Context: an optimization exercise on an open-source flow, tuned for small area, a short achievable clock period and few clock cycles. The choices shown serve that exercise and are no tape-out recipe. Only simulation tests tie the RTL to the original design; equivalence was not proved. Power is estimated from default activity; no workload was simulated.

==> flow/design.v, too long to show whole: its modules and the start of the top module <==
// module Milestone_1: 937 lines
module Milestone_1 (
	input  logic            Clock,
	input  logic            resetn,
	input  logic            start,
	input  logic   [15:0]   SRAM_read_data,
	output logic   [17:0]   SRAM_address,
	output logic   [15:0]   SRAM_write_data,
	output logic            SRAM_we_n,
	output logic            stop
);
  // ...
==> flow/run.sh <==
#!/bin/bash
# synth_recipe.tcl (not shown) runs the flow's synth.tcl, then flattens the netlist and writes it again
# the make line also repeats each setting of config.mk as NAME=value (left out here)
make -C /OpenROAD-flow-scripts/flow DESIGN_CONFIG=/design/flow/config.mk WORK_HOME=/design/flow/orfs CLKGATE_MAP_FILE= SYNTH_SCRIPT=/design/flow/synth_recipe.tcl finish
==> flow/config.mk <==
export PLATFORM = sky130hd
export DESIGN_NAME = Milestone_1
export DESIGN_NICKNAME = Milestone_1
export VERILOG_FILES = /design/flow/design.v
export SDC_FILE = /design/flow/constraint.sdc
export NUM_CORES = 4
export LEC_CHECK = 0
export ABC_CLOCK_PERIOD_IN_PS = 4500
export CAP_MARGIN = 20
export CORE_MARGIN = 2
export CORE_UTILIZATION = 40
export SETUP_SLACK_MARGIN = 5
export SLEW_MARGIN = 20
==> flow/constraint.sdc <==
create_clock -name core_clock -period 11.0 [get_ports {Clock}]
set_input_delay 2.2000 -clock core_clock [delete_from_list [all_inputs] [get_ports {Clock}]]
set_output_delay 2.2000 -clock core_clock [all_outputs]
set_load 0.01 [all_outputs]
==> summary.md, run 1 <==
| Metric | Value |
|---|---|
| Detailed Routing Iterations Pass 1 | `5` |
| Reg power frac | `50.7%` |
| Total number of vias | `17400` |
| Dpl ws | `6080 ps` |
| WHS | `~320 ps` |
| Synth Area in Adders | `27.6%` |
| Status | `timing/DRC/antenna clean` |
| Clock root cell | `clkbuf_16` |
| Nonclk buf count | `70` |
| VDD IR max | `approximately 140 uV` |
| WS Path Type | `flip-flop to flip-flop` |
| Asr flop ratio synth | `19.5%` |
| Grt ovf | `0` |
| Reg area | `10200 sq um` |
| Slew Viols, Final | `0` |
| Clk slew on worst S/H paths | `60 ps` |
| Hold path depth | `0` |
| Share of cells above drive strength 1 | `7.49%` |
| Complex-gate fraction of the synthesized area | `just over 9%` |
| TAP cells | `855` |
| Nets | `2998` |
| Via density | `5.07` |
| Leakage power | `13.2 nW` |
| Netlist cell types | `77` |
| Layout Utilization | `45.2%` |
| Pin count of the biggest net entering global routing | `81` |
Testbench counts, summed over its fixed seeds: cycles 773,784.
==> inputs of run 2 (changes only) <==
--- a/flow/design.v
+++ b/flow/design.v
@@ -13,441 +13,512 @@
 localparam [17:0] U_BASE = 18'd38400;
 localparam [17:0] V_BASE = 18'd57600;
 localparam [17:0] RGB_BASE = 18'd146944;
 logic        run, pre, xg, xga;
 logic [2:0]  p, pa;
 logic [7:0]  kk, kka;
 logic [15:0] ycnt;
 logic [17:0] waddr;
-logic [15:0] yreg;
+logic [7:0]  cyr, ylo;
 logic [7:0]  uw [0:5];
 logic [7:0]  vw [0:5];
 logic [7:0]  uhi, ulo, vlo;
 logic [8:0]  opu, opv;
 logic        negu, negv;
 logic [7:0]  bhold;
 logic [2:0] np;
 logic [7:0] nkk;
 logic       nxg, row_end, last_row;
 assign row_end  = (p == 3'd4) && (kk == 8'd160) && !xg;
 assign last_row = (ycnt == 16'd38400) && !pre;
 always_comb begin
 	nxg = 1'b0;
 	nkk = kka;
 	np  = pa + 3'd1;
-	if (xga) begin
+	if (xga && pa == 3'd5) begin
+		nxg = 1'b1;
+		np  = 3'd6;
+	end else if (xga) begin
 		nkk = 8'd0;
 		np  = 3'd0;
 	end else if (pa == 3'd4) begin
 		np = 3'd0;
 		if (kka == 8'd160) begin
 			nxg = 1'b1;
-			np  = 3'd7;
+			np  = 3'd5;
 		end else begin
 			nkk = kka + 8'd1;
 		end
 	end
 end
-logic        n_rd_y, n_wr, n_rd_uv;
+logic        n_rd_y, n_wr, n_rd_uv, b_rd_y, b_wr, b_rd_uv, b_isv;
+logic [1:0]  b_off;
 logic [17:0] uv_addr;
 logic [1:0]  uv_off;
 logic        uv_isv;
 always_comb begin
 	n_rd_y  = 1'b0;
 	n_wr    = 1'b0;
 	n_rd_uv = 1'b0;
 	uv_off  = 2'd2;
 	uv_isv  = 1'b0;
-	if (xga) begin
-		n_rd_uv = 1'b1; uv_isv = 1'b1; uv_off = 2'd0;
-	end else if (kka == 8'd0) begin
-		case (pa)
-			3'd0: begin n_rd_uv = 1'b1; uv_isv = 1'b1; uv_off = 2'd1; end
+	if (nxg) begin
+		n_rd_uv = 1'b1; uv_isv = 1'b1; uv_off = (np == 3'd5) ? 2'd0 : 2'd1;
+	end else if (nkk == 8'd0) begin
+		case (np)
 			3'd1: n_rd_y = 1'b1;
 			3'd2: begin n_rd_uv = 1'b1; uv_isv = 1'b0; uv_off = 2'd2; end
 			default: ;
 		endcase
 	end else begin
-		case (pa)
+		case (np)
 			3'd0: begin
-				if (!kka[0]) begin
+				if (!nkk[0]) begin
 					uv_isv = 1'b0;
-					if (kka == 8'd160) begin n_rd_uv = 1'b1; uv_off = 2'd0; end
-					else n_rd_uv = (kka <= 8'd154);
+					if (nkk == 8'd160) begin n_rd_uv = 1'b1; uv_off = 2'd0; end
+					else n_rd_uv = (nkk <= 8'd154);
 				end else begin
 					uv_isv = 1'b1;
-					n_rd_uv = (kka <= 8'd155);
+					n_rd_uv = (nkk <= 8'd155);
 				end
 			end
 			3'd1: begin
-				if (kka == 8'd160) begin n_rd_uv = 1'b1; uv_isv = 1'b0; uv_off = 2'd1; end
+				if (nkk == 8'd160) begin n_rd_uv = 1'b1; uv_isv = 1'b0; uv_off = 2'd1; end
 				else n_rd_y = 1'b1;
 			end
-			default: n_wr = !pre;
+			default: n_wr = 1'b1;
 		endcase
 	end
 end
-assign uv_addr = {3'd0, ycnt[15:1]} + (uv_isv ? V_BASE : U_BASE) + {16'd0, uv_off};
+assign uv_addr = {3'd0, ycnt[15:1]} + (b_isv ? V_BASE : U_BASE) + {16'd0, b_off};
 always_ff @(posedge Clock or negedge resetn) begin
 	if (~resetn) begin
 		run <= 1'b0;
 		stop <= 1'b0;
 		pre <= 1'b0;
 		xg <= 1'b0;
 		p <= 3'd0;
 		kk <= 8'd0;
 		pa <= 3'd0;
 		kka <= 8'd0;
 		xga <= 1'b0;
 		ycnt <= 16'd0;
 		waddr <= RGB_BASE;
+		b_rd_y <= 1'b0;
+		b_wr <= 1'b0;
+		b_rd_uv <= 1'b0;
+		b_isv <= 1'b0;
+		b_off <= 2'd0;
 		SRAM_address <= 18'd0;
 		SRAM_we_n <= 1'b1;
 	end else begin
 		SRAM_we_n <= 1'b1;
 		if (!run) begin
-			if (start && !stop) begin
-				run <= 1'b1;
-				pre <= 1'b1;
+			run <= start && !stop;
+			pre <= 1'b1;
+			begin
 				p <= 3'd0;
 				kk <= 8'd160;
 				pa <= 3'd1;
 				kka <= 8'd160;
 				SRAM_address <= U_BASE;
+				b_rd_y <= 1'b0;
+				b_wr <= 1'b0;
+				b_rd_uv <= 1'b1;
+				b_isv <= 1'b0;
+				b_off <= 2'd1;
 			end
 		end else if (row_end && last_row) begin
 			run <= 1'b0;
 			stop <= 1'b1;
 		end else begin
 			p <= pa;
 			kk <= kka;
 			xg <= xga;
 			pa <= np;
 			kka <= nkk;
 			xga <= nxg;
 			if (xga) pre <= 1'b0;
-			if (n_rd_y) begin
+			b_rd_y <= n_rd_y;
+			b_wr <= n_wr;
+			b_rd_uv <= n_rd_uv;
+			b_isv <= uv_isv;
+			b_off <= uv_off;
+			if (b_rd_y) begin
 				SRAM_address <= {2'd0, ycnt};
 				ycnt <= ycnt + 16'd1;
-			end else if (n_wr) begin
+			end else if (b_wr && !pre) begin
 				SRAM_address <= waddr;
 				waddr <= waddr + 18'd1;
 				SRAM_we_n <= 1'b0;
-			end else if (n_rd_uv) begin
+			end else if (b_rd_uv) begin
 				SRAM_address <= uv_addr;
 			end
 		end
 	end
 end
-logic c_s1v, c_tmode, c_tm2, c_isv2, c_first_i, c_ld_opu, c_ld_opv;
+logic c_s1v, c_tmode, c_tm2, c_tm3, c_isv3, c_first_i, c_ld_opu, c_ld_opv;
 logic c_cap_even, c_first_e, c_w1, c_w2;
 always_ff @(posedge Clock) begin
-	c_s1v      <= (pa == 3'd3);
-	c_tmode    <= (pa == 3'd1) && (kka == 8'd0);
+	c_s1v      <= (pa == 3'd2);
+	c_tmode    <= (pa == 3'd0) && (kka == 8'd0) && !xga;
 	c_tm2      <= c_tmode;
-	c_isv2     <= (pa == 3'd4);
+	c_tm3      <= c_tm2;
+	c_isv3     <= (pa == 3'd4);
 	c_first_i  <= (kka == 8'd0) && !xga;
 	c_ld_opu   <= (pa == 3'd3);
 	c_ld_opv   <= (pa == 3'd4);
 	c_cap_even <= (pa == 3'd4);
 	c_first_e  <= (kka == 8'd1);
 	c_w1       <= (pa == 3'd1);
 	c_w2       <= (pa == 3'd2);
 end
-logic [7:0] rd_hi, rd_lo;
+logic [7:0] rd_hi, rd_lo, vin;
 assign rd_hi = SRAM_read_data[15:8];
 assign rd_lo = SRAM_read_data[7:0];
+assign vin = (kk >= 8'd157) ? vw[5] : (kk[0] ? rd_hi : vlo);
 always_ff @(posedge Clock) begin
-	if (p == 3'd3 && kk <= 8'd159 && !xg) yreg <= SRAM_read_data;
+	if (p == 3'd3 && kk <= 8'd159 && !xg) begin
+		cyr <= rd_hi;
+		ylo <= rd_lo;
+	end else if (p == 3'd4 && !xg) begin
+		cyr <= ylo;
+	end
 	if (kk == 8'd160 && p == 3'd2 && !xg) begin
 		uw[0] <= rd_hi; uw[1] <= rd_hi; uw[2] <= rd_hi; uw[3] <= rd_lo;
 	end else if (kk == 8'd160 && p == 3'd3 && !xg) begin
 		uw[4] <= rd_hi; uw[5] <= rd_lo;
-	end else if (p == 3'd1 && kk != 8'd0 && !xg) begin
+	end else if (p == 3'd0 && kk != 8'd0 && !xg) begin
 		uw[0] <= uw[1]; uw[1] <= uw[2]; uw[2] <= uw[3]; uw[3] <= uw[4]; uw[4] <= uw[5];
 		uw[5] <= (kk >= 8'd157) ? uw[5] : (kk[0] ? uhi : ulo);
 	end
 	if (!xg && ((p == 3'd2 && !kk[0] && kk != 8'd0 && kk <= 8'd154) || (p == 3'd4 && kk == 8'd0))) begin
 		uhi <= rd_hi;
 		ulo <= rd_lo;
 	end
-	if (kk == 8'd0 && p == 3'd1 && !xg) begin
-		vw[0] <= rd_hi; vw[1] <= rd_hi; vw[2] <= rd_hi; vw[3] <= rd_lo;
-	end else if (kk == 8'd0 && p == 3'd2 && !xg) begin
-		vw[4] <= rd_hi; vw[5] <= rd_lo;
-	end else if (p == 3'd2 && kk != 8'd0 && !xg) begin
+	if (kk == 8'd0 && p == 3'd0 && !xg) begin
+		vw[1] <= rd_hi; vw[2] <= rd_hi; vw[3] <= rd_hi; vw[4] <= rd_lo;
+	end else if (kk == 8'd0 && p == 3'd1 && !xg) begin
+		vw[5] <= rd_hi;
+	end else if (p == 3'd2 && !xg) begin
 		vw[0] <= vw[1]; vw[1] <= vw[2]; vw[2] <= vw[3]; vw[3] <= vw[4]; vw[4] <= vw[5];
-		vw[5] <= (kk >= 8'd157) ? vw[5] : (kk[0] ? rd_hi : vlo);
+		vw[5] <= vin;
 	end
-	if (p == 3'd2 && kk[0] && kk <= 8'd155 && !xg) vlo <= rd_lo;
+	if (!xg && ((p == 3'd2 && kk[0] && kk <= 8'd155) || (p == 3'd1 && kk == 8'd0))) vlo <= rd_lo;
 end
 logic        uadj;
 logic [7:0]  ia, ib, ic, id, ie, ig;
-logic [8:0]  q1, q2, q3, p1m, p2, p3;
+logic [8:0]  q2, q3, p2, p3;
+logic [7:0]  ar, gr, am, gm;
 logic [0:0]  ntm;
-logic [18:0] ira, irb, S;
+logic [18:0] ira, irb, ira_r, irb_r, S;
 logic [8:0]  iop;
-logic        ineg, p3big;
+logic        ineg, p3big, p3big2;
 always_comb begin
 	if (c_s1v) begin
-		ia = vw[0]; ib = vw[1]; ic = vw[2]; id = vw[3]; ie = vw[4]; ig = vw[5];
+		ia = vw[1]; ib = vw[2]; ic = vw[3]; id = vw[4]; ie = vw[5]; ig = vin;
 	end else begin
 		ia = uw[0]; ib = uw[1]; ic = uw[2]; id = uw[3]; ie = uw[4]; ig = uw[5];
 	end
-	q1 = {1'b0, ia} + {1'b0, ig};
 	q2 = {1'b0, ib} + {1'b0, ie};
 	q3 = {1'b0, ic} + {1'b0, id};
 end
 always_ff @(posedge Clock) begin
-	p1m   <= c_tmode ? 9'd0 : q1;
+	ar    <= ia;
+	gr    <= ig;
 	p2    <= q2;
 	p3    <= q3;
 	p3big <= (q3 >= 9'd413);
 end
 assign ntm = ~c_tm2;
-wire it_s0, it_c0, it_s1, it_c1, it_s2, it_c2, it_s3, it_c3, it_s4, it_c4, it_s5, it_c5, it_s6, it_c6, it_s7, it_c7, it_s8, it_c8, it_s9, it_c9, it_s10, it_c10, it_s11, it_c11, it_s12, it_c12, it_s13, it_c13, it_s14, it_c14, it_s15, it_c15, it_s16, it_c16, it_s17, it_c17, it_s18, it_c18, it_s19, it_c19, it_s20, it_c20, it_s21, it_c21, it_s22, it_c22, it_s23, it_c23, it_s24, it_c24, it_s25, it_c25, it_s26, it_c26, it_s27, it_c27, it_s28, it_c28, it_s29, it_c29, it_s30, it_c30, it_s31, it_c31, it_s32, it_c32, it_s33, it_c33, it_s34, it_c34, it_s35, it_c35, it_s36, it_c36, it_s37, it_c37, it_s38, it_c38, it_s39, it_c39, it_s40, it_c40, it_s41, it_c41, it_s42, it_c42, it_s43, it_c43, it_s44, it_c44, it_s45, it_c45, it_s46, it_c46, it_s47, it_c47, it_s48, it_c48, it_s49, it_c49, it_s50, it_c50, it_s51, it_c51, it_s52, it_c52, it_s53, it_c53, it_s54, it_c54, it_s55, it_c55, it_s56, it_c56, it_s57, it_c57, it_s58, it_c58, it_s59, it_c59, it_s60, it_c60, it_s61, it_c61, it_s62, it_c62, it_s63, it_c63, it_s64, it_c64, it_s65, it_c65, it_s66, it_c66, it_s67, it_c67, it_s68, it_c68, it_s69, it_c69, it_s70, it_c70;
-assign it_s0 = ~p3[7] ^ p3[2];
-assign it_c0 = ~p3[7] & p3[2];
-assign it_s1 = ~p3[8] ^ p3[3];
-assign it_c1 = ~p3[8] & p3[3];
-assign it_s2 = ~p3[5] ^ p3[0];
-assign it_c2 = ~p3[5] & p3[0];
-assign it_s3 = ~p3[6] ^ p3[1] ^ ~p2[4];
-assign it_c3 = (~p3[6] & p3[1]) | (~p3[6] & ~p2[4]) | (p3[1] & ~p2[4]);
-assign it_s4 = p2[2] ^ ~p2[0] ^ p1m[6];
-assign it_c4 = (p2[2] & ~p2[0]) | (p2[2] & p1m[6]) | (~p2[0] & p1m[6]);
-assign it_s5 = p3[0] ^ ~p2[5] ^ p2[3];
-assign it_c5 = (p3[0] & ~p2[5]) | (p3[0] & p2[3]) | (~p2[5] & p2[3]);
-assign it_s6 = ~p2[1] ^ p1m[7] ^ p1m[5];
-assign it_c6 = (~p2[1] & p1m[7]) | (~p2[1] & p1m[5]) | (p1m[7] & p1m[5]);
-assign it_s7 = p1m[3] ^ ntm[0];
-assign it_c7 = p1m[3] & ntm[0];
-assign it_s8 = p3[1] ^ ~p2[6] ^ p2[4];
-assign it_c8 = (p3[1] & ~p2[6]) | (p3[1] & p2[4]) | (~p2[6] & p2[4]);
-assign it_s9 = ~p2[2] ^ p1m[8] ^ p1m[6];
-assign it_c9 = (~p2[2] & p1m[8]) | (~p2[2] & p1m[6]) | (p1m[8] & p1m[6]);
-assign it_s10 = p1m[4] ^ it_c0 ^ it_s1;
-assign it_c10 = (p1m[4] & it_c0) | (p1m[4] & it_s1) | (it_c0 & it_s1);
-assign it_s11 = p3[4] ^ p3[2] ^ ~p2[7];
-assign it_c11 = (p3[4] & p3[2]) | (p3[4] & ~p2[7]) | (p3[2] & ~p2[7]);
-assign it_s12 = p2[5] ^ ~p2[3] ^ p1m[7];
-assign it_c12 = (p2[5] & ~p2[3]) | (p2[5] & p1m[7]) | (~p2[3] & p1m[7]);
-assign it_s13 = p1m[5] ^ 1'b1 ^ it_c1;
-assign it_c13 = (p1m[5] & 1'b1) | (p1m[5] & it_c1) | (1'b1 & it_c1);
-assign it_s14 = p3[5] ^ p3[3] ^ ~p2[8];
-assign it_c14 = (p3[5] & p3[3]) | (p3[5] & ~p2[8]) | (p3[3] & ~p2[8]);
-assign it_s15 = p2[6] ^ ~p2[4] ^ p1m[8];
-assign it_c15 = (p2[6] & ~p2[4]) | (p2[6] & p1m[8]) | (~p2[4] & p1m[8]);
-assign it_s16 = p1m[6] ^ 1'b1;
-assign it_c16 = p1m[6] & 1'b1;
-assign it_s17 = p3[6] ^ p3[4] ^ p2[7];
-assign it_c17 = (p3[6] & p3[4]) | (p3[6] & p2[7]) | (p3[4] & p2[7]);
-assign it_s18 = p3[7] ^ p3[5];
-assign it_c18 = p3[7] & p3[5];
-assign it_s19 = ~p3[2] ^ ~p2[0];
-assign it_c19 = ~p3[2] & ~p2[0];
-assign it_s20 = ~p3[3] ^ ~p2[1];
-assign it_c20 = ~p3[3] & ~p2[1];
-assign it_s21 = ~p3[4] ^ ~p2[2] ^ p2[0];
-assign it_c21 = (~p3[4] & ~p2[2]) | (~p3[4] & p2[0]) | (~p2[2] & p2[0]);
-assign it_s22 = p1m[4] ^ p1m[2];
-assign it_c22 = p1m[4] & p1m[2];
-assign it_s23 = ~p2[3] ^ p2[1] ^ p1m[5];
-assign it_c23 = (~p2[3] & p2[1]) | (~p2[3] & p1m[5]) | (p2[1] & p1m[5]);
-assign it_s24 = p1m[3] ^ p1m[1] ^ it_s2;
-assign it_c24 = (p1m[3] & p1m[1]) | (p1m[3] & it_s2) | (p1m[1] & it_s2);
-assign it_s25 = p1m[4] ^ p1m[2] ^ 1'b1;
-assign it_c25 = (p1m[4] & p1m[2]) | (p1m[4] & 1'b1) | (p1m[2] & 1'b1);
-assign it_s26 = it_c2 ^ it_s3 ^ it_s4;
-assign it_c26 = (it_c2 & it_s3) | (it_c2 & it_s4) | (it_s3 & it_s4);
-assign it_s27 = it_s0 ^ it_c3 ^ it_c4;
-assign it_c27 = (it_s0 & it_c3) | (it_s0 & it_c4) | (it_c3 & it_c4);
-assign it_s28 = it_s5 ^ it_s6 ^ it_s7;
-assign it_c28 = (it_s5 & it_s6) | (it_s5 & it_s7) | (it_s6 & it_s7);
-assign it_s29 = it_c5 ^ it_c6 ^ it_c7;
-assign it_c29 = (it_c5 & it_c6) | (it_c5 & it_c7) | (it_c6 & it_c7);
-assign it_s30 = it_s8 ^ it_s9 ^ it_s10;
-assign it_c30 = (it_s8 & it_s9) | (it_s8 & it_s10) | (it_s9 & it_s10);
-assign it_s31 = it_c8 ^ it_c9 ^ it_c10;
-assign it_c31 = (it_c8 & it_c9) | (it_c8 & it_c10) | (it_c9 & it_c10);
-assign it_s32 = it_s11 ^ it_s12 ^ it_s13;
-assign it_c32 = (it_s11 & it_s12) | (it_s11 & it_s13) | (it_s12 & it_s13);
-assign it_s33 = it_c11 ^ it_c12 ^ it_c13;
-assign it_c33 = (it_c11 & it_c12) | (it_c11 & it_c13) | (it_c12 & it_c13);
-assign it_s34 = it_s14 ^ it_s15 ^ it_s16;
-assign it_c34 = (it_s14 & it_s15) | (it_s14 & it_s16) | (it_s15 & it_s16);
-assign it_s35 = ~p2[5] ^ p1m[7] ^ it_c14;
-assign it_c35 = (~p2[5] & p1m[7]) | (~p2[5] & it_c14) | (p1m[7] & it_c14);
-assign it_s36 = it_c15 ^ it_c16 ^ it_s17;
-assign it_c36 = (it_c15 & it_c16) | (it_c15 & it_s17) | (it_c16 & it_s17);
-assign it_s37 = p2[8] ^ ~p2[6] ^ p1m[8];
-assign it_c37 = (p2[8] & ~p2[6]) | (p2[8] & p1m[8]) | (~p2[6] & p1m[8]);
-assign it_s38 = 1'b1 ^ it_c17 ^ it_s18;
-assign it_c38 = (1'b1 & it_c17) | (1'b1 & it_s18) | (it_c17 & it_s18);
-assign it_s39 = p3[8] ^ p3[6] ^ ~p2[7];
-assign it_c39 = (p3[8] & p3[6]) | (p3[8] & ~p2[7]) | (p3[6] & ~p2[7]);
-assign it_s40 = 1'b1 ^ it_c18;
-assign it_c40 = 1'b1 & it_c18;
-assign it_s41 = p3[7] ^ ~p2[8];
-assign it_c41 = p3[7] & ~p2[8];
-assign it_s42 = p1m[2] ^ p1m[0];
-assign it_c42 = p1m[2] & p1m[0];
-assign it_s43 = p1m[3] ^ p1m[1] ^ it_c19;
-assign it_c43 = (p1m[3] & p1m[1]) | (p1m[3] & it_c19) | (p1m[1] & it_c19);
-assign it_s44 = p1m[0] ^ it_c20 ^ it_s21;
-assign it_c44 = (p1m[0] & it_c20) | (p1m[0] & it_s21) | (it_c20 & it_s21);
-assign it_s45 = it_c21 ^ it_c22 ^ it_s23;
-assign it_c45 = (it_c21 & it_c22) | (it_c21 & it_s23) | (it_c22 & it_s23);
-assign it_s46 = it_c23 ^ it_c24 ^ it_s25;
-assign it_c46 = (it_c23 & it_c24) | (it_c23 & it_s25) | (it_c24 & it_s25);
-assign it_s47 = it_c25 ^ it_c26 ^ it_s27;
-assign it_c47 = (it_c25 & it_c26) | (it_c25 & it_s27) | (it_c26 & it_s27);
-assign it_s48 = it_c27 ^ it_c28 ^ it_s29;
-assign it_c48 = (it_c27 & it_c28) | (it_c27 & it_s29) | (it_c28 & it_s29);
-assign it_s49 = it_c29 ^ it_c30 ^ it_s31;
-assign it_c49 = (it_c29 & it_c30) | (it_c29 & it_s31) | (it_c30 & it_s31);
-assign it_s50 = it_c31 ^ it_c32 ^ it_s33;
-assign it_c50 = (it_c31 & it_c32) | (it_c31 & it_s33) | (it_c32 & it_s33);
-assign it_s51 = it_c33 ^ it_c34 ^ it_s35;
-assign it_c51 = (it_c33 & it_c34) | (it_c33 & it_s35) | (it_c34 & it_s35);
-assign it_s52 = it_c35 ^ it_c36 ^ it_s37;
-assign it_c52 = (it_c35 & it_c36) | (it_c35 & it_s37) | (it_c36 & it_s37);
-assign it_s53 = it_c37 ^ it_c38 ^ it_s39;
-assign it_c53 = (it_c37 & it_c38) | (it_c37 & it_s39) | (it_c38 & it_s39);
-assign it_s54 = 1'b1 ^ it_c39 ^ it_c40;
-assign it_c54 = (1'b1 & it_c39) | (1'b1 & it_c40) | (it_c39 & it_c40);
-assign it_s55 = ~p3[0] ^ p1m[0];
-assign it_c55 = ~p3[0] & p1m[0];
-assign it_s56 = ~p3[1] ^ p1m[1];
-assign it_c56 = ~p3[1] & p1m[1];
-assign it_s57 = 1'b1 ^ it_s19 ^ it_s42;
-assign it_c57 = (1'b1 & it_s19) | (1'b1 & it_s42) | (it_s19 & it_s42);
-assign it_s58 = it_s20 ^ it_c42 ^ it_s43;
-assign it_c58 = (it_s20 & it_c42) | (it_s20 & it_s43) | (it_c42 & it_s43);
-assign it_s59 = it_s22 ^ it_c43 ^ it_s44;
-assign it_c59 = (it_s22 & it_c43) | (it_s22 & it_s44) | (it_c43 & it_s44);
-assign it_s60 = it_s24 ^ it_c44 ^ it_s45;
-assign it_c60 = (it_s24 & it_c44) | (it_s24 & it_s45) | (it_c44 & it_s45);
-assign it_s61 = it_s26 ^ it_c45 ^ it_s46;
-assign it_c61 = (it_s26 & it_c45) | (it_s26 & it_s46) | (it_c45 & it_s46);
-assign it_s62 = it_s28 ^ it_c46 ^ it_s47;
-assign it_c62 = (it_s28 & it_c46) | (it_s28 & it_s47) | (it_c46 & it_s47);
-assign it_s63 = it_s30 ^ it_c47 ^ it_s48;
-assign it_c63 = (it_s30 & it_c47) | (it_s30 & it_s48) | (it_c47 & it_s48);
-assign it_s64 = it_s32 ^ it_c48 ^ it_s49;
-assign it_c64 = (it_s32 & it_c48) | (it_s32 & it_s49) | (it_c48 & it_s49);
-assign it_s65 = it_s34 ^ it_c49 ^ it_s50;
-assign it_c65 = (it_s34 & it_c49) | (it_s34 & it_s50) | (it_c49 & it_s50);
-assign it_s66 = it_s36 ^ it_c50 ^ it_s51;
-assign it_c66 = (it_s36 & it_c50) | (it_s36 & it_s51) | (it_c50 & it_s51);
-assign it_s67 = it_s38 ^ it_c51 ^ it_s52;
-assign it_c67 = (it_s38 & it_c51) | (it_s38 & it_s52) | (it_c51 & it_s52);
-assign it_s68 = it_s40 ^ it_c52 ^ it_s53;
-assign it_c68 = (it_s40 & it_c52) | (it_s40 & it_s53) | (it_c52 & it_s53);
-assign it_s69 = it_s41 ^ it_c53 ^ it_s54;
-assign it_c69 = (it_s41 & it_c53) | (it_s41 & it_s54) | (it_c53 & it_s54);
-assign it_s70 = p3[8] ^ it_c41 ^ it_c54;
-assign it_c70 = (p3[8] & it_c41) | (p3[8] & it_c54) | (it_c41 & it_c54);
-assign ira = {1'b1, 1'b1, 1'b1, it_c69, it_c68, it_c67, it_c66, it_c65, it_c64, it_c63, it_c62, it_c61, it_c60, it_c59, it_c58, it_c57, it_c56, it_c55, 1'b1};
-assign irb = {1'b0, 1'b0, it_c70, it_s70, it_s69, it_s68, it_s67, it_s66, it_s65, it_s64, it_s63, it_s62, it_s61, it_s60, it_s59, it_s58, it_s57, it_s56, it_s55};
-assign S = ira + irb;
+assign am = c_tm2 ? 8'd0 : ar;
+assign gm = c_tm2 ? 8'd0 : gr;
+wire it_s0, it_c0, it_s1, it_c1, it_s2, it_c2, it_s3, it_c3, it_s4, it_c4, it_s5, it_c5, it_s6, it_c6, it_s7, it_c7, it_s8, it_c8, it_s9, it_c9, it_s10, it_c10, it_s11, it_c11, it_s12, it_c12, it_s13, it_c13, it_s14, it_c14, it_s15, it_c15, it_s16, it_c16, it_s17, it_c17, it_s18, it_c18, it_s19, it_c19, it_s20, it_c20, it_s21, it_c21, it_s22, it_c22, it_s23, it_c23, it_s24, it_c24, it_s25, it_c25, it_s26, it_c26, it_s27, it_c27, it_s28, it_c28, it_s29, it_c29, it_s30, it_c30, it_s31, it_c31, it_s32, it_c32, it_s33, it_c33, it_s34, it_c34, it_s35, it_c35, it_s36, it_c36, it_s37, it_c37, it_s38, it_c38, it_s39, it_c39, it_s40, it_c40, it_s41, it_c41, it_s42, it_c42, it_s43, it_c43, it_s44, it_c44, it_s45, it_c45, it_s46, it_c46, it_s47, it_c47, it_s48, it_c48, it_s49, it_c49, it_s50, it_c50, it_s51, it_c51, it_s52, it_c52, it_s53, it_c53, it_s54, it_c54, it_s55, it_c55, it_s56, it_c56, it_s57, it_c57, it_s58, it_c58, it_s59, it_c59, it_s60, it_c60, it_s61, it_c61, it_s62, it_c62, it_s63, it_c63, it_s64, it_c64, it_s65, it_c65, it_s66, it_c66, it_s67, it_c67, it_s68, it_c68, it_s69, it_c69, it_s70, it_c70, it_s71, it_c71, it_s72, it_c72, it_s73, it_c73, it_s74, it_c74, it_s75, it_c75, it_s76, it_c76, it_s77, it_c77, it_s78, it_c78, it_s79, it_c79, it_s80, it_c80, it_s81, it_c81, it_s82, it_c82, it_s83, it_c83, it_s84, it_c84, it_s85, it_c85, it_s86, it_c86, it_s87, it_c87, it_s88, it_c88, it_s89, it_c89, it_s90, it_c90;
+assign it_s0 = ~p3[5] ^ p3[0];
+assign it_c0 = ~p3[5] & p3[0];
+assign it_s1 = ~p3[6] ^ p3[1] ^ ~p2[4];
+assign it_c1 = (~p3[6] & p3[1]) | (~p3[6] & ~p2[4]) | (p3[1] & ~p2[4]);
+assign it_s2 = p2[2] ^ ~p2[0] ^ am[6];
+assign it_c2 = (p2[2] & ~p2[0]) | (p2[2] & am[6]) | (~p2[0] & am[6]);
+assign it_s3 = ~p3[7] ^ p3[2] ^ p3[0];
+assign it_c3 = (~p3[7] & p3[2]) | (~p3[7] & p3[0]) | (p3[2] & p3[0]);
+assign it_s4 = ~p2[5] ^ p2[3] ^ ~p2[1];
+assign it_c4 = (~p2[5] & p2[3]) | (~p2[5] & ~p2[1]) | (p2[3] & ~p2[1]);
+assign it_s5 = am[7] ^ am[5] ^ am[3];
+assign it_c5 = (am[7] & am[5]) | (am[7] & am[3]) | (am[5] & am[3]);
+assign it_s6 = ~p3[8] ^ p3[3] ^ p3[1];
+assign it_c6 = (~p3[8] & p3[3]) | (~p3[8] & p3[1]) | (p3[3] & p3[1]);
+assign it_s7 = ~p2[6] ^ p2[4] ^ ~p2[2];
+assign it_c7 = (~p2[6] & p2[4]) | (~p2[6] & ~p2[2]) | (p2[4] & ~p2[2]);
+assign it_s8 = p3[4] ^ p3[2] ^ ~p2[7];
+assign it_c8 = (p3[4] & p3[2]) | (p3[4] & ~p2[7]) | (p3[2] & ~p2[7]);
+assign it_s9 = p2[5] ^ ~p2[3];
+assign it_c9 = p2[5] & ~p2[3];
+assign it_s10 = p3[5] ^ p3[3];
+assign it_c10 = p3[5] & p3[3];
+assign it_s11 = ~p3[2] ^ ~p2[0];
+assign it_c11 = ~p3[2] & ~p2[0];
+assign it_s12 = ~p3[3] ^ ~p2[1];
+assign it_c12 = ~p3[3] & ~p2[1];
+assign it_s13 = ~p3[4] ^ ~p2[2] ^ p2[0];
+assign it_c13 = (~p3[4] & ~p2[2]) | (~p3[4] & p2[0]) | (~p2[2] & p2[0]);
+assign it_s14 = am[4] ^ am[2] ^ am[0];
+assign it_c14 = (am[4] & am[2]) | (am[4] & am[0]) | (am[2] & am[0]);
+assign it_s15 = ~p2[3] ^ p2[1] ^ am[5];
+assign it_c15 = (~p2[3] & p2[1]) | (~p2[3] & am[5]) | (p2[1] & am[5]);
+assign it_s16 = am[3] ^ am[1] ^ gm[5];
+assign it_c16 = (am[3] & am[1]) | (am[3] & gm[5]) | (am[1] & gm[5]);
+assign it_s17 = gm[3] ^ gm[1];
+assign it_c17 = gm[3] & gm[1];
+assign it_s18 = am[4] ^ am[2] ^ gm[6];
+assign it_c18 = (am[4] & am[2]) | (am[4] & gm[6]) | (am[2] & gm[6]);
+assign it_s19 = gm[4] ^ gm[2] ^ 1'b1;
+assign it_c19 = (gm[4] & gm[2]) | (gm[4] & 1'b1) | (gm[2] & 1'b1);
+assign it_s20 = it_c0 ^ it_s1 ^ it_s2;
+assign it_c20 = (it_c0 & it_s1) | (it_c0 & it_s2) | (it_s1 & it_s2);
+assign it_s21 = gm[7] ^ gm[5] ^ gm[3];
+assign it_c21 = (gm[7] & gm[5]) | (gm[7] & gm[3]) | (gm[5] & gm[3]);
+assign it_s22 = ntm[0] ^ it_c1 ^ it_c2;
+assign it_c22 = (ntm[0] & it_c1) | (ntm[0] & it_c2) | (it_c1 & it_c2);
+assign it_s23 = it_s3 ^ it_s4 ^ it_s5;
+assign it_c23 = (it_s3 & it_s4) | (it_s3 & it_s5) | (it_s4 & it_s5);
+assign it_s24 = am[6] ^ am[4] ^ gm[6];
+assign it_c24 = (am[6] & am[4]) | (am[6] & gm[6]) | (am[4] & gm[6]);
+assign it_s25 = gm[4] ^ it_c3 ^ it_c4;
+assign it_c25 = (gm[4] & it_c3) | (gm[4] & it_c4) | (it_c3 & it_c4);
+assign it_s26 = it_c5 ^ it_s6 ^ it_s7;
+assign it_c26 = (it_c5 & it_s6) | (it_c5 & it_s7) | (it_s6 & it_s7);
+assign it_s27 = am[7] ^ am[5] ^ gm[7];
+assign it_c27 = (am[7] & am[5]) | (am[7] & gm[7]) | (am[5] & gm[7]);
+assign it_s28 = gm[5] ^ 1'b1 ^ it_c6;
+assign it_c28 = (gm[5] & 1'b1) | (gm[5] & it_c6) | (1'b1 & it_c6);
+assign it_s29 = it_c7 ^ it_s8 ^ it_s9;
+assign it_c29 = (it_c7 & it_s8) | (it_c7 & it_s9) | (it_s8 & it_s9);
+assign it_s30 = ~p2[8] ^ p2[6] ^ ~p2[4];
+assign it_c30 = (~p2[8] & p2[6]) | (~p2[8] & ~p2[4]) | (p2[6] & ~p2[4]);
+assign it_s31 = am[6] ^ gm[6] ^ 1'b1;
+assign it_c31 = (am[6] & gm[6]) | (am[6] & 1'b1) | (gm[6] & 1'b1);
+assign it_s32 = it_c8 ^ it_c9 ^ it_s10;
+assign it_c32 = (it_c8 & it_c9) | (it_c8 & it_s10) | (it_c9 & it_s10);
+assign it_s33 = p3[6] ^ p3[4] ^ p2[7];
+assign it_c33 = (p3[6] & p3[4]) | (p3[6] & p2[7]) | (p3[4] & p2[7]);
+assign it_s34 = ~p2[5] ^ am[7] ^ gm[7];
+assign it_c34 = (~p2[5] & am[7]) | (~p2[5] & gm[7]) | (am[7] & gm[7]);
+assign it_s35 = p3[7] ^ p3[5];
+assign it_c35 = p3[7] & p3[5];
+assign it_s36 = am[2] ^ am[0] ^ gm[2];
+assign it_c36 = (am[2] & am[0]) | (am[2] & gm[2]) | (am[0] & gm[2]);
+assign it_s37 = am[3] ^ am[1] ^ gm[3];
+assign it_c37 = (am[3] & am[1]) | (am[3] & gm[3]) | (am[1] & gm[3]);
+assign it_s38 = gm[1] ^ it_c11;
+assign it_c38 = gm[1] & it_c11;
+assign it_s39 = gm[4] ^ gm[2] ^ gm[0];
+assign it_c39 = (gm[4] & gm[2]) | (gm[4] & gm[0]) | (gm[2] & gm[0]);
+assign it_s40 = it_c12 ^ it_s13 ^ it_s14;
+assign it_c40 = (it_c12 & it_s13) | (it_c12 & it_s14) | (it_s13 & it_s14);
+assign it_s41 = it_s0 ^ it_c13 ^ it_c14;
+assign it_c41 = (it_s0 & it_c13) | (it_s0 & it_c14) | (it_c13 & it_c14);
+assign it_s42 = it_s15 ^ it_s16 ^ it_s17;
+assign it_c42 = (it_s15 & it_s16) | (it_s15 & it_s17) | (it_s16 & it_s17);
+assign it_s43 = it_c15 ^ it_c16 ^ it_c17;
+assign it_c43 = (it_c15 & it_c16) | (it_c15 & it_c17) | (it_c16 & it_c17);
+assign it_s44 = it_s18 ^ it_s19 ^ it_s20;
+assign it_c44 = (it_s18 & it_s19) | (it_s18 & it_s20) | (it_s19 & it_s20);
+assign it_s45 = it_c18 ^ it_c19 ^ it_c20;
+assign it_c45 = (it_c18 & it_c19) | (it_c18 & it_c20) | (it_c19 & it_c20);
+assign it_s46 = it_s21 ^ it_s22 ^ it_s23;
+assign it_c46 = (it_s21 & it_s22) | (it_s21 & it_s23) | (it_s22 & it_s23);
+assign it_s47 = it_c21 ^ it_c22 ^ it_c23;
+assign it_c47 = (it_c21 & it_c22) | (it_c21 & it_c23) | (it_c22 & it_c23);
+assign it_s48 = it_s24 ^ it_s25 ^ it_s26;
+assign it_c48 = (it_s24 & it_s25) | (it_s24 & it_s26) | (it_s25 & it_s26);
+assign it_s49 = it_c24 ^ it_c25 ^ it_c26;
+assign it_c49 = (it_c24 & it_c25) | (it_c24 & it_c26) | (it_c25 & it_c26);
+assign it_s50 = it_s27 ^ it_s28 ^ it_s29;
+assign it_c50 = (it_s27 & it_s28) | (it_s27 & it_s29) | (it_s28 & it_s29);
+assign it_s51 = it_c27 ^ it_c28 ^ it_c29;
+assign it_c51 = (it_c27 & it_c28) | (it_c27 & it_c29) | (it_c28 & it_c29);
+assign it_s52 = it_s30 ^ it_s31 ^ it_s32;
+assign it_c52 = (it_s30 & it_s31) | (it_s30 & it_s32) | (it_s31 & it_s32);
+assign it_s53 = it_c10 ^ it_c30 ^ it_c31;
+assign it_c53 = (it_c10 & it_c30) | (it_c10 & it_c31) | (it_c30 & it_c31);
+assign it_s54 = it_c32 ^ it_s33 ^ it_s34;
+assign it_c54 = (it_c32 & it_s33) | (it_c32 & it_s34) | (it_s33 & it_s34);
+assign it_s55 = p2[8] ^ ~p2[6] ^ 1'b1;
+assign it_c55 = (p2[8] & ~p2[6]) | (p2[8] & 1'b1) | (~p2[6] & 1'b1);
+assign it_s56 = it_c33 ^ it_c34 ^ it_s35;
+assign it_c56 = (it_c33 & it_c34) | (it_c33 & it_s35) | (it_c34 & it_s35);
+assign it_s57 = p3[8] ^ p3[6] ^ ~p2[7];
+assign it_c57 = (p3[8] & p3[6]) | (p3[8] & ~p2[7]) | (p3[6] & ~p2[7]);
+assign it_s58 = 1'b1 ^ it_c35;
+assign it_c58 = 1'b1 & it_c35;
+assign it_s59 = p3[7] ^ ~p2[8];
+assign it_c59 = p3[7] & ~p2[8];
+assign it_s60 = ~p3[0] ^ am[0];
+assign it_c60 = ~p3[0] & am[0];
+assign it_s61 = ~p3[1] ^ am[1];
+assign it_c61 = ~p3[1] & am[1];
+assign it_s62 = gm[0] ^ 1'b1 ^ it_s11;
+assign it_c62 = (gm[0] & 1'b1) | (gm[0] & it_s11) | (1'b1 & it_s11);
+assign it_s63 = it_s12 ^ it_c36 ^ it_s37;
+assign it_c63 = (it_s12 & it_c36) | (it_s12 & it_s37) | (it_c36 & it_s37);
+assign it_s64 = it_c37 ^ it_c38 ^ it_s39;
+assign it_c64 = (it_c37 & it_c38) | (it_c37 & it_s39) | (it_c38 & it_s39);
+assign it_s65 = it_c39 ^ it_c40 ^ it_s41;
+assign it_c65 = (it_c39 & it_c40) | (it_c39 & it_s41) | (it_c40 & it_s41);
+assign it_s66 = it_c41 ^ it_c42 ^ it_s43;
+assign it_c66 = (it_c41 & it_c42) | (it_c41 & it_s43) | (it_c42 & it_s43);
+assign it_s67 = it_c43 ^ it_c44 ^ it_s45;
+assign it_c67 = (it_c43 & it_c44) | (it_c43 & it_s45) | (it_c44 & it_s45);
+assign it_s68 = it_c45 ^ it_c46 ^ it_s47;
+assign it_c68 = (it_c45 & it_c46) | (it_c45 & it_s47) | (it_c46 & it_s47);
+assign it_s69 = it_c47 ^ it_c48 ^ it_s49;
+assign it_c69 = (it_c47 & it_c48) | (it_c47 & it_s49) | (it_c48 & it_s49);
+assign it_s70 = it_c49 ^ it_c50 ^ it_s51;
+assign it_c70 = (it_c49 & it_c50) | (it_c49 & it_s51) | (it_c50 & it_s51);
+assign it_s71 = it_c51 ^ it_c52 ^ it_s53;
+assign it_c71 = (it_c51 & it_c52) | (it_c51 & it_s53) | (it_c52 & it_s53);
+assign it_s72 = it_c53 ^ it_c54 ^ it_s55;
+assign it_c72 = (it_c53 & it_c54) | (it_c53 & it_s55) | (it_c54 & it_s55);
+assign it_s73 = it_c55 ^ it_c56 ^ it_s57;
+assign it_c73 = (it_c55 & it_c56) | (it_c55 & it_s57) | (it_c56 & it_s57);
+assign it_s74 = 1'b1 ^ it_c57 ^ it_c58;
+assign it_c74 = (1'b1 & it_c57) | (1'b1 & it_c58) | (it_c57 & it_c58);
+assign it_s75 = gm[0] ^ 1'b1;
+assign it_c75 = gm[0] & 1'b1;
+assign it_s76 = gm[1] ^ it_c60 ^ it_s61;
+assign it_c76 = (gm[1] & it_c60) | (gm[1] & it_s61) | (it_c60 & it_s61);
+assign it_s77 = it_s36 ^ it_c61 ^ it_s62;
+assign it_c77 = (it_s36 & it_c61) | (it_s36 & it_s62) | (it_c61 & it_s62);
+assign it_s78 = it_s38 ^ it_c62 ^ it_s63;
+assign it_c78 = (it_s38 & it_c62) | (it_s38 & it_s63) | (it_c62 & it_s63);
+assign it_s79 = it_s40 ^ it_c63 ^ it_s64;
+assign it_c79 = (it_s40 & it_c63) | (it_s40 & it_s64) | (it_c63 & it_s64);
+assign it_s80 = it_s42 ^ it_c64 ^ it_s65;
+assign it_c80 = (it_s42 & it_c64) | (it_s42 & it_s65) | (it_c64 & it_s65);
+assign it_s81 = it_s44 ^ it_c65 ^ it_s66;
+assign it_c81 = (it_s44 & it_c65) | (it_s44 & it_s66) | (it_c65 & it_s66);
+assign it_s82 = it_s46 ^ it_c66 ^ it_s67;
+assign it_c82 = (it_s46 & it_c66) | (it_s46 & it_s67) | (it_c66 & it_s67);
+assign it_s83 = it_s48 ^ it_c67 ^ it_s68;
+assign it_c83 = (it_s48 & it_c67) | (it_s48 & it_s68) | (it_c67 & it_s68);
+assign it_s84 = it_s50 ^ it_c68 ^ it_s69;
+assign it_c84 = (it_s50 & it_c68) | (it_s50 & it_s69) | (it_c68 & it_s69);
+assign it_s85 = it_s52 ^ it_c69 ^ it_s70;
+assign it_c85 = (it_s52 & it_c69) | (it_s52 & it_s70) | (it_c69 & it_s70);
+assign it_s86 = it_s54 ^ it_c70 ^ it_s71;
+assign it_c86 = (it_s54 & it_c70) | (it_s54 & it_s71) | (it_c70 & it_s71);
+assign it_s87 = it_s56 ^ it_c71 ^ it_s72;
+assign it_c87 = (it_s56 & it_c71) | (it_s56 & it_s72) | (it_c71 & it_s72);
+assign it_s88 = it_s58 ^ it_c72 ^ it_s73;
+assign it_c88 = (it_s58 & it_c72) | (it_s58 & it_s73) | (it_c72 & it_s73);
+assign it_s89 = it_s59 ^ it_c73 ^ it_s74;
+assign it_c89 = (it_s59 & it_c73) | (it_s59 & it_s74) | (it_c73 & it_s74);
+assign it_s90 = p3[8] ^ it_c59 ^ it_c74;
+assign it_c90 = (p3[8] & it_c59) | (p3[8] & it_c74) | (it_c59 & it_c74);
+assign ira = {1'b1, 1'b1, 1'b1, it_c89, it_c88, it_c87, it_c86, it_c85, it_c84, it_c83, it_c82, it_c81, it_c80, it_c79, it_c78, it_c77, it_c76, it_c75, it_s60};
+assign irb = {1'b0, 1'b0, it_c90, it_s90, it_s89, it_s88, it_s87, it_s86, it_s85, it_s84, it_s83, it_s82, it_s81, it_s80, it_s79, it_s78, it_s77, it_s76, it_s75};
+always_ff @(posedge Clock) begin
+	ira_r  <= ira;
+	irb_r  <= irb;
+	p3big2 <= p3big;
+end
+assign S = ira_r + irb_r;
 always_comb begin
 	iop  = S[16:8] - 9'd128;
 	ineg = S[18];
-	if (c_first_i && !c_isv2) begin
+	if (c_first_i && !c_isv3) begin
 		iop[8] = iop[8] ^ uadj;
 		ineg = 1'b0;
-	end else if (c_first_i && c_isv2 && p3big) begin
+	end else if (c_first_i && c_isv3 && p3big2) begin
 		iop[8] = ~iop[8];
 		ineg = ~(~S[18] & S[16]);
 	end
 end
 always_ff @(posedge Clock) begin
-	if (c_tm2) uadj <= S[18] | S[17] | S[16];
+	if (c_tm3) uadj <= S[18] | S[17] | S[16];
 	if (c_ld_opu) begin
 		opu  <= iop;
 		negu <= ineg;
 	end
 	if (c_ld_opv) begin
 		opv  <= iop;
 		negv <= ineg;
 	end
 end
 logic        e_even, e_negu, e_negv, e_first;
-logic [7:0]  cy;
 logic [24:0] yta, ytb, yt_n, yt;
 logic [8:0]  xu, xv;
-assign cy = c_cap_even ? yreg[15:8] : yreg[7:0];
+always_ff @(posedge Clock) begin
+	e_even  <= c_cap_even;
+	e_negu  <= negu;
+	e_negv  <= negv;
+	e_first <= c_first_e;
+	yt <= yt_n;
+	if (c_cap_even) begin
+		xu <= {uw[2][7], ~uw[2][7], uw[2][6:0]};
+		xv <= {vw[2][7], ~vw[2][7], vw[2][6:0]};
+	end else begin
+		xu <= {~opu[8], opu[7:0]};
+		xv <= {~opv[8], opv[7:0]};
+	end
+end
 wire ey_s0, ey_c0, ey_s1, ey_c1, ey_s2, ey_c2, ey_s3, ey_c3, ey_s4, ey_c4, ey_s5, ey_c5, ey_s6, ey_c6, ey_s7, ey_c7, ey_s8, ey_c8, ey_s9, ey_c9, ey_s10, ey_c10, ey_s11, ey_c11, ey_s12, ey_c12, ey_s13, ey_c13, ey_s14, ey_c14, ey_s15, ey_c15, ey_s16, ey_c16, ey_s17, ey_c17, ey_s18, ey_c18, ey_s19, ey_c19, ey_s20, ey_c20, ey_s21, ey_c21, ey_s22, ey_c22, ey_s23, ey_c23;
-assign ey_s0 = cy[7] ^ cy[5];
-assign ey_c0 = cy[7] & cy[5];
-assign ey_s1 = cy[6] ^ cy[4];
-assign ey_c1 = cy[6] & cy[4];
-assign ey_s2 = cy[7] ^ cy[5];
-assign ey_c2 = cy[7] & cy[5];
-assign ey_s3 = cy[4] ^ cy[2];
-assign ey_c3 = cy[4] & cy[2];
-assign ey_s4 = cy[5] ^ cy[3] ^ cy[1];
-assign ey_c4 = (cy[5] & cy[3]) | (cy[5] & cy[1]) | (cy[3] & cy[1]);
-assign ey_s5 = cy[6] ^ cy[4] ^ cy[2];
-assign ey_c5 = (cy[6] & cy[4]) | (cy[6] & cy[2]) | (cy[4] & cy[2]);
-assign ey_s6 = cy[3] ^ cy[0] ^ 1'b1;
-assign ey_c6 = (cy[3] & cy[0]) | (cy[3] & 1'b1) | (cy[0] & 1'b1);
-assign ey_s7 = cy[1] ^ 1'b1 ^ ey_c0;
-assign ey_c7 = (cy[1] & 1'b1) | (cy[1] & ey_c0) | (1'b1 & ey_c0);
-assign ey_s8 = cy[2] ^ 1'b1 ^ ey_c1;
-assign ey_c8 = (cy[2] & 1'b1) | (cy[2] & ey_c1) | (1'b1 & ey_c1);
-assign ey_s9 = cy[6] ^ cy[3] ^ 1'b1;
-assign ey_c9 = (cy[6] & cy[3]) | (cy[6] & 1'b1) | (cy[3] & 1'b1);
-assign ey_s10 = cy[7] ^ cy[4];
-assign ey_c10 = cy[7] & cy[4];
-assign ey_s11 = cy[2] ^ cy[0];
-assign ey_c11 = cy[2] & cy[0];
-assign ey_s12 = cy[3] ^ cy[1] ^ 1'b1;
-assign ey_c12 = (cy[3] & cy[1]) | (cy[3] & 1'b1) | (cy[1] & 1'b1);
-assign ey_s13 = cy[0] ^ 1'b1 ^ ey_s3;
-assign ey_c13 = (cy[0] & 1'b1) | (cy[0] & ey_s3) | (1'b1 & ey_s3);
+assign ey_s0 = cyr[7] ^ cyr[5];
+assign ey_c0 = cyr[7] & cyr[5];
+assign ey_s1 = cyr[6] ^ cyr[4];
+assign ey_c1 = cyr[6] & cyr[4];
+assign ey_s2 = cyr[7] ^ cyr[5];
+assign ey_c2 = cyr[7] & cyr[5];
+assign ey_s3 = cyr[4] ^ cyr[2];
+assign ey_c3 = cyr[4] & cyr[2];
+assign ey_s4 = cyr[5] ^ cyr[3] ^ cyr[1];
+assign ey_c4 = (cyr[5] & cyr[3]) | (cyr[5] & cyr[1]) | (cyr[3] & cyr[1]);
+assign ey_s5 = cyr[6] ^ cyr[4] ^ cyr[2];
+assign ey_c5 = (cyr[6] & cyr[4]) | (cyr[6] & cyr[2]) | (cyr[4] & cyr[2]);
+assign ey_s6 = cyr[3] ^ cyr[0] ^ 1'b1;
+assign ey_c6 = (cyr[3] & cyr[0]) | (cyr[3] & 1'b1) | (cyr[0] & 1'b1);
+assign ey_s7 = cyr[1] ^ 1'b1 ^ ey_c0;
+assign ey_c7 = (cyr[1] & 1'b1) | (cyr[1] & ey_c0) | (1'b1 & ey_c0);
+assign ey_s8 = cyr[2] ^ 1'b1 ^ ey_c1;
+assign ey_c8 = (cyr[2] & 1'b1) | (cyr[2] & ey_c1) | (1'b1 & ey_c1);
+assign ey_s9 = cyr[6] ^ cyr[3] ^ 1'b1;
+assign ey_c9 = (cyr[6] & cyr[3]) | (cyr[6] & 1'b1) | (cyr[3] & 1'b1);
+assign ey_s10 = cyr[7] ^ cyr[4];
+assign ey_c10 = cyr[7] & cyr[4];
+assign ey_s11 = cyr[2] ^ cyr[0];
+assign ey_c11 = cyr[2] & cyr[0];
+assign ey_s12 = cyr[3] ^ cyr[1] ^ 1'b1;
+assign ey_c12 = (cyr[3] & cyr[1]) | (cyr[3] & 1'b1) | (cyr[1] & 1'b1);
+assign ey_s13 = cyr[0] ^ 1'b1 ^ ey_s3;
+assign ey_c13 = (cyr[0] & 1'b1) | (cyr[0] & ey_s3) | (1'b1 & ey_s3);
 assign ey_s14 = 1'b1 ^ ey_c3 ^ ey_s4;
 assign ey_c14 = (1'b1 & ey_c3) | (1'b1 & ey_s4) | (ey_c3 & ey_s4);
 assign ey_s15 = 1'b1 ^ ey_c4 ^ ey_s5;
 assign ey_c15 = (1'b1 & ey_c4) | (1'b1 & ey_s5) | (ey_c4 & ey_s5);
 assign ey_s16 = ey_s0 ^ ey_c5 ^ ey_s6;
 assign ey_c16 = (ey_s0 & ey_c5) | (ey_s0 & ey_s6) | (ey_c5 & ey_s6);
 assign ey_s17 = ey_s1 ^ ey_c6 ^ ey_s7;
 assign ey_c17 = (ey_s1 & ey_c6) | (ey_s1 & ey_s7) | (ey_c6 & ey_s7);
 assign ey_s18 = ey_s2 ^ ey_c7 ^ ey_s8;
 assign ey_c18 = (ey_s2 & ey_c7) | (ey_s2 & ey_s8) | (ey_c7 & ey_s8);
 assign ey_s19 = ey_c2 ^ ey_c8 ^ ey_s9;
 assign ey_c19 = (ey_c2 & ey_c8) | (ey_c2 & ey_s9) | (ey_c8 & ey_s9);
 assign ey_s20 = 1'b1 ^ ey_c9 ^ ey_s10;
 assign ey_c20 = (1'b1 & ey_c9) | (1'b1 & ey_s10) | (ey_c9 & ey_s10);
-assign ey_s21 = cy[5] ^ 1'b1 ^ ey_c10;
-assign ey_c21 = (cy[5] & 1'b1) | (cy[5] & ey_c10) | (1'b1 & ey_c10);
-assign ey_s22 = cy[6] ^ 1'b1;
-assign ey_c22 = cy[6] & 1'b1;
-assign ey_s23 = cy[7] ^ 1'b1;
-assign ey_c23 = cy[7] & 1'b1;
-assign yta = {1'b1, ey_c22, ey_c21, ey_c20, ey_c19, ey_c18, ey_c17, ey_c16, ey_c15, ey_c14, ey_c13, ey_c12, ey_c11, 1'b1, cy[1], ~cy[7], ~cy[6], ~cy[5], ~cy[4], ~cy[3], ~cy[2], ~cy[1], ~cy[0], 1'b0, 1'b0};
-assign ytb = {ey_c23, ey_s23, ey_s22, ey_s21, ey_s20, ey_s19, ey_s18, ey_s17, ey_s16, ey_s15, ey_s14, ey_s13, ey_s12, ey_s11, 1'b1, cy[0], 1'b0, 1'b0, 1'b0, 1'b0, 1'b0, 1'b0, 1'b1, 1'b0, 1'b0};
+assign ey_s21 = cyr[5] ^ 1'b1 ^ ey_c10;
+assign ey_c21 = (cyr[5] & 1'b1) | (cyr[5] & ey_c10) | (1'b1 & ey_c10);
+assign ey_s22 = cyr[6] ^ 1'b1;
+assign ey_c22 = cyr[6] & 1'b1;
+assign ey_s23 = cyr[7] ^ 1'b1;
+assign ey_c23 = cyr[7] & 1'b1;
+assign yta = {1'b1, ey_c22, ey_c21, ey_c20, ey_c19, ey_c18, ey_c17, ey_c16, ey_c15, ey_c14, ey_c13, ey_c12, ey_c11, 1'b1, cyr[1], ~cyr[7], ~cyr[6], ~cyr[5], ~cyr[4], ~cyr[3], ~cyr[2], ~cyr[1], ~cyr[0], 1'b0, 1'b0};
+assign ytb = {ey_c23, ey_s23, ey_s22, ey_s21, ey_s20, ey_s19, ey_s18, ey_s17, ey_s16, ey_s15, ey_s14, ey_s13, ey_s12, ey_s11, 1'b1, cyr[0], 1'b0, 1'b0, 1'b0, 1'b0, 1'b0, 1'b0, 1'b1, 1'b0, 1'b0};
 assign yt_n = yta + ytb;
-always_ff @(posedge Clock) begin
-	e_even  <= c_cap_even;
-	e_negu  <= negu;
-	e_negv  <= negv;
-	e_first <= c_first_e;
-	yt <= yt_n;
-	if (c_cap_even) begin
-		xu <= {uw[2][7], ~uw[2][7], uw[2][6:0]};
-		xv <= {vw[2][7], ~vw[2][7], vw[2][6:0]};
-	end else begin
-		xu <= {~opu[8], opu[7:0]};
-		xv <= {~opv[8], opv[7:0]};
-	end
-end
 logic [26:0] ra, rb, ga, gb, ba, bb;
 logic [16:0] rlo, glo, blo;
 wire er_s0, er_c0, er_s1, er_c1, er_s2, er_c2, er_s3, er_c3, er_s4, er_c4, er_s5, er_c5, er_s6, er_c6, er_s7, er_c7, er_s8, er_c8, er_s9, er_c9, er_s10, er_c10, er_s11, er_c11, er_s12, er_c12, er_s13, er_c13, er_s14, er_c14, er_s15, er_c15, er_s16, er_c16, er_s17, er_c17, er_s18, er_c18, er_s19, er_c19, er_s20, er_c20, er_s21, er_c21, er_s22, er_c22, er_s23, er_c23, er_s24, er_c24, er_s25, er_c25, er_s26, er_c26, er_s27, er_c27, er_s28, er_c28, er_s29, er_c29, er_s30, er_c30, er_s31, er_c31, er_s32, er_c32, er_s33, er_c33, er_s34, er_c34, er_s35, er_c35, er_s36, er_c36, er_s37, er_c37, er_s38, er_c38, er_s39, er_c39, er_s40, er_c40, er_s41, er_c41, er_s42, er_c42, er_s43, er_c43, er_s44, er_c44, er_s45, er_c45, er_s46, er_c46, er_s47, er_c47, er_s48, er_c48, er_s49, er_c49, er_s50, er_c50, er_s51, er_c51, er_s52, er_c52, er_s53, er_c53, er_s54, er_c54, er_s55, er_c55, er_s56, er_c56, er_s57, er_c57, er_s58, er_c58, er_s59, er_c59, er_s60, er_c60, er_s61, er_c61, er_s62, er_c62, er_s63, er_c63, er_s64, er_c64, er_s65, er_c65, er_s66, er_c66, er_s67, er_c67;
 assign er_s0 = yt[6] ^ ~xv[6];
 assign er_c0 = yt[6] & ~xv[6];
 assign er_s1 = yt[7] ^ ~xv[7] ^ xv[5];
 assign er_c1 = (yt[7] & ~xv[7]) | (yt[7] & xv[5]) | (~xv[7] & xv[5]);
 assign er_s2 = yt[8] ^ ~xv[8] ^ xv[6];
==> flow/config.mk (replaced) <==
export PLATFORM = sky130hd
export DESIGN_NAME = Milestone_1
export DESIGN_NICKNAME = Milestone_1
export VERILOG_FILES = /design/flow/design.v
export SDC_FILE = /design/flow/constraint.sdc
export NUM_CORES = 4
export LEC_CHECK = 0
export ABC_CLOCK_PERIOD_IN_PS = 4500
export CAP_MARGIN = 20
export CORE_MARGIN = 2
export CORE_UTILIZATION = 65
export SETUP_SLACK_MARGIN = 5
export SLEW_MARGIN = 20
==> run 2 against run 1 <==
  * Highest routed layer unchanged
  * Via count grew 6.9%
  * Largest cell class unchanged
  * Area after synthesis rose by 5.4%
  * Maximum frequency up 31%
  * Still clean
  * Register-to-register slack better by 1200 ps
==> summary.md, run 2 <==
| Metric | Value |
|---|---|
| Status | `timing/DRC/antenna clean (unchanged)` |
| Total number of vias | `18500 (was 17400)` |
| Asr flop ratio synth | `19.1% (was 19.5%)` |
| Reg power frac | `50.1% (was 50.7%)` |
| Post-Syn Nets | `3106 (was 2932)` |
| Sw frac | `21.6% (was 21.5%)` |
| I/O Buffers | `54 (unchanged)` |
| Top flop regs | `uw: 48 flops, vw: 40 flops, yt: 23 flops (was uw: 48 flops, vw: 48 flops, yt: 23 flops)` |
| CP Capture Type | `output port (was flip-flop)` |
| Final setup fails | `0 (unchanged)` |
| Crit-path leading delay family | `buffers and inverters (was adder cells)` |
| Die Footprint | `44100 sq um (was 67500 sq um)` |
| Setup TNS | `0 ps (unchanged)` |
| GRT Total Usage | `30.8% (was 19.1%)` |
| Syn Area/Cell | `10.5 sq um (was 10.6 sq um)` |
| Nets | `3153 (was 2998)` |
| Minimum clock period | `3820 ps (was 4990 ps)` |
| Syn-to-layout area delta | `9.54% (was 11.4%)` |
| Synth top area share | `16.7% (was 18.0%)` |
| Synth area leader | `fa_1 (was edfxtp_1)` |
| Switch Pwr | `0.763 mW (was 0.692 mW)` |
| Ys flop type | `dfxtp_1 (unchanged)` |
| Relative slew slack | `29.1% (was 33.1%)` |
| Initial Utilization | `65.8% (was 40.6%)` |
| Post-synth EDFFs | `149 (was 157)` |
| Clock power frac | `46.2% (was 45.7%)` |
| Dpl hpwl | `50100 microns (was 48900 microns)` |
| Number of max-cap violations | `0 (unchanged)` |
| Synthesized area | `27600 sq um (was 26200 sq um)` |
| Gpl congestion | `0.976 (was 0.897)` |
| Max FFs per register | `48` |
| Skew final | `34.4 ps (was 44.5 ps)` |
| Synth cell count leaders | `inv_1, nand2_1, ha_1 (unchanged)` |
| Share of cells above drive strength 1 | `6.78% (was 7.49%)` |
| Comb power frac | `3.7% (was 3.6%)` |
| Via density | `5.70 (was 5.07)` |
| WHS | `327 ps (was 325 ps)` |
| # H-tree levels | `2 (unchanged)` |
| Clk slew on worst S/H paths | `60 ps (about the same)` |
| Mapped Cells | `2626 (was 2463)` |
| Crit Path Max Fanout | `1 (was 4)` |
| # Post-CTS Setup Buffers | `0 (unchanged)` |
| First-pass GRT wire length | `105000 microns (was 100000 microns)` |
| Clock Tree Buf Depth | `3 (unchanged)` |
| DRC viols | `0 (unchanged)` |
| Cell Chain, Critical Path | `clkdlybuf4s50_1 (was inv_1 > ha_1 > inv_1 > fa_1 > inv_1 > fa_1 > fa_1 > fa_1 > ha_1 > a211oi_1 > nand2b_1 > a211o_1 > a31o_2 > a21oi_1 > o21bai_1 > maj3_1 > o32ai_1)` |
| RSZ-0062 raised after global routing | `false (unchanged)` |
| # resized after CTS | `0 (unchanged)` |
| Clock sinks | `450 (was 410)` |
| Least-Margin Pin Slew | `1060 ps (was 1000 ps)` |
| Placeable Area | `41900 sq um (was 64600 sq um)` |
| Worst Path Buf+Inv | `1 (was 3)` |
| Clk latency of the worst-skew pair | `610 ps (was 600 ps)` |
| Vert. Die Dim | `210 microns (was 260 microns)` |
| Most common cell in the netlist | `inv_1 (unchanged)` |
| Detailed Routing Iterations Pass 1 | `5 (unchanged)` |
| Post-synthesis register bit count | `450 (was 410)` |
| Largest Register | `uw` |
| CP Data Arrival Time | `1620 ps (was 5340 ps)` |
| Most common cell after layout, fill and taps aside | `inv_1 (unchanged)` |
| Core Rows | `75 (was 93)` |
| Grt ovf | `0 (unchanged)` |
| VDD IR max | `132 uV (was 139 uV)` |
| WS Path Type | `flip-flop to output port (was flip-flop to flip-flop)` |
| Final hold vios | `0 (unchanged)` |
| Pin count of the biggest net entering global routing | `69 (was 81)` |
| Layout Utilization | `72.1% (was 45.2%)` |
| Period utilization | `34.7% (was 45.3%)` |
| Total Wirelength | `65000 microns (was 63400 microns)` |
| Max frequency | `0.262 GHz (was 0.200 GHz)` |
| Cts hold-fix bufs | `0 (unchanged)` |
| Worst-path cell with the longest stage delay | `clkdlybuf4s50_1 (was fa_1)` |
| Vias in the first global route | `19500 (was 17700)` |
| Die Wd | `210 microns (was 260 microns)` |
| Syn. warnings | `3 (unchanged)` |
| WL/cell | `20.0 microns (was 18.5 microns)` |
| Num CTS Buffers | `47 (was 46)` |
| HP Class | `flip-flop to flip-flop (unchanged)` |
| First-iteration detailed-routing DRC count | `1312 (was 867)` |
| Critical Path Source Type | `flip-flop (unchanged)` |
| Most frequent cells in the layout | `inv_1, nand2_1, ha_1 (unchanged)` |
| CTS tree | `yes (unchanged)` |
| Initial antenna violation count | `0 (was 1)` |
| Seq/Total Area, Yosys | `39.6% (was 38.9%)` |
| P_int | `2.77 mW (was 2.52 mW)` |
| Critical Path RT | `8800 ps (was 11350 ps)` |
| Clock root cell | `clkbuf_16 (unchanged)` |
| # IOs | `55 (unchanged)` |
| Fill cells | `3022 (was 5990)` |
| Pwr dens | `117 nW/um^2 (was 110 nW/um^2)` |
| Netlist cell types | `89 (was 77)` |
| Max incr delay on CP | `520 ps (was 530 ps)` |
| Slew Viols, Final | `0 (unchanged)` |
| Synth area leaders | `fa_1, edfxtp_1, dfxtp_1 (was edfxtp_1, fa_1, dfxtp_1)` |
| Post-DRT Antenna Nets | `0 (unchanged)` |
| Leakage power | `14.0 nW (was 13.2 nW)` |
[run 2: logic make-up after synthesis]
| kind of cell | count (synthesis) | share of synthesized area, % |
|---|---|---|
| buf+inv | 520 | 7.23 |
| xor+xnor | 100 | 3.17 |
| fa+ha+maj | 462 | 27.2 |
| mux | 88 | 3.46 |
| simple gates | 633 | 10.7 |
| compound gates | 373 | 8.61 |
| flops | 450 | 39.6 |
[run 2: worst paths after layout]
kind	start	endpoint	slack (ps)	cells past startpoint
max	SRAM_we_n	SRAM_we_n	7180	1
max reg2reg	c_s1v	p3big	7250	10
min	e_even	e2_even	330	0
min reg2reg	e_even	e2_even	330	0
min in group asynchronous	resetn	p[2]	1450	1
max in group asynchronous	resetn	waddr[8]	8390	2
[run 2: routing by layer]
layer | vias to the layer above | wire length (microns) | track usage (%)
met1 | 9090 | 28400 | 42.9
met4 | 0 | 2550 | 12.1
met3 | 140 | 3660 | 4.11
met5 | - | 0 | 0
li1 | 8720 | - | -
met2 | 594 | 30400 | 49.7
[run 2: final cells by class]
type	count	area [sq um]	share of cell area [%]
clock inverters	27	272	0.898
repair buffers	66	628	2.08
flip-flops and latches	450	10900	36.2
multi-input cells	1656	14700	48.5
inverters	452	1700	5.61
clock buffers	61	1350	4.47
diodes	1	2.50	0.00828
well taps	539	674	2.23
[run 2: stage by stage]
stage / setup slack [ps] / power (mW) / area (sq um) / instances
final: 7180 / 3.53 / 30200 / 3252
after global routing: 7010 / 3.64 / 30200 / 3251
after CTS: 7150 / 3.57 / 30200 / 3251
after detailed placement: 7300 / 1.94 / 28600 / 3163
after global placement: 7360 / 1.93 / 28600 / 3163
after floorplan: 7670 / 1.84 / 27600 / 2626
[run 2: power groups by stage]
stage | Clock, mW | Sequential [mW] | Combinational [mW]
after global placement | 0 | 1.81 | 0.129
after global routing | 1.72 | 1.77 | 0.145
after floorplan | 0 | 1.81 | 0.0318
final | 1.63 | 1.77 | 0.131
after detailed placement | 0 | 1.81 | 0.132
after CTS | 1.66 | 1.77 | 0.133
Testbench counts of run 2, summed over its fixed seeds: cycles 774,744.

==> what the ideal ports hide <==
No port has a modelled driver above. Below, the same layouts with a new extraction and two added sets of constraints. Step 1 sets driving cells, clkbuf_16 on the clock port and buf_2 on the other inputs (assumed; they add their load-dependent delay and slew). Step 2 moves the port delays by t, midway between the first and last clock arrival at a register: inputs arrive t later, outputs are due t later. That takes back most of the time a late clock gives input paths. Slacks: ideal ports / drivers / drivers and shift; pairs: ideal ports / drivers.
run	t (ns)	slack for setup (ns)	worst data-port slew with drivers (ns)
run 1	0.646	6.012 / 6.012 / 6.012	0.05
run 2	0.647	7.182 / 7.125 / 7.246	0.06
After both steps every run listed still meets setup and hold.
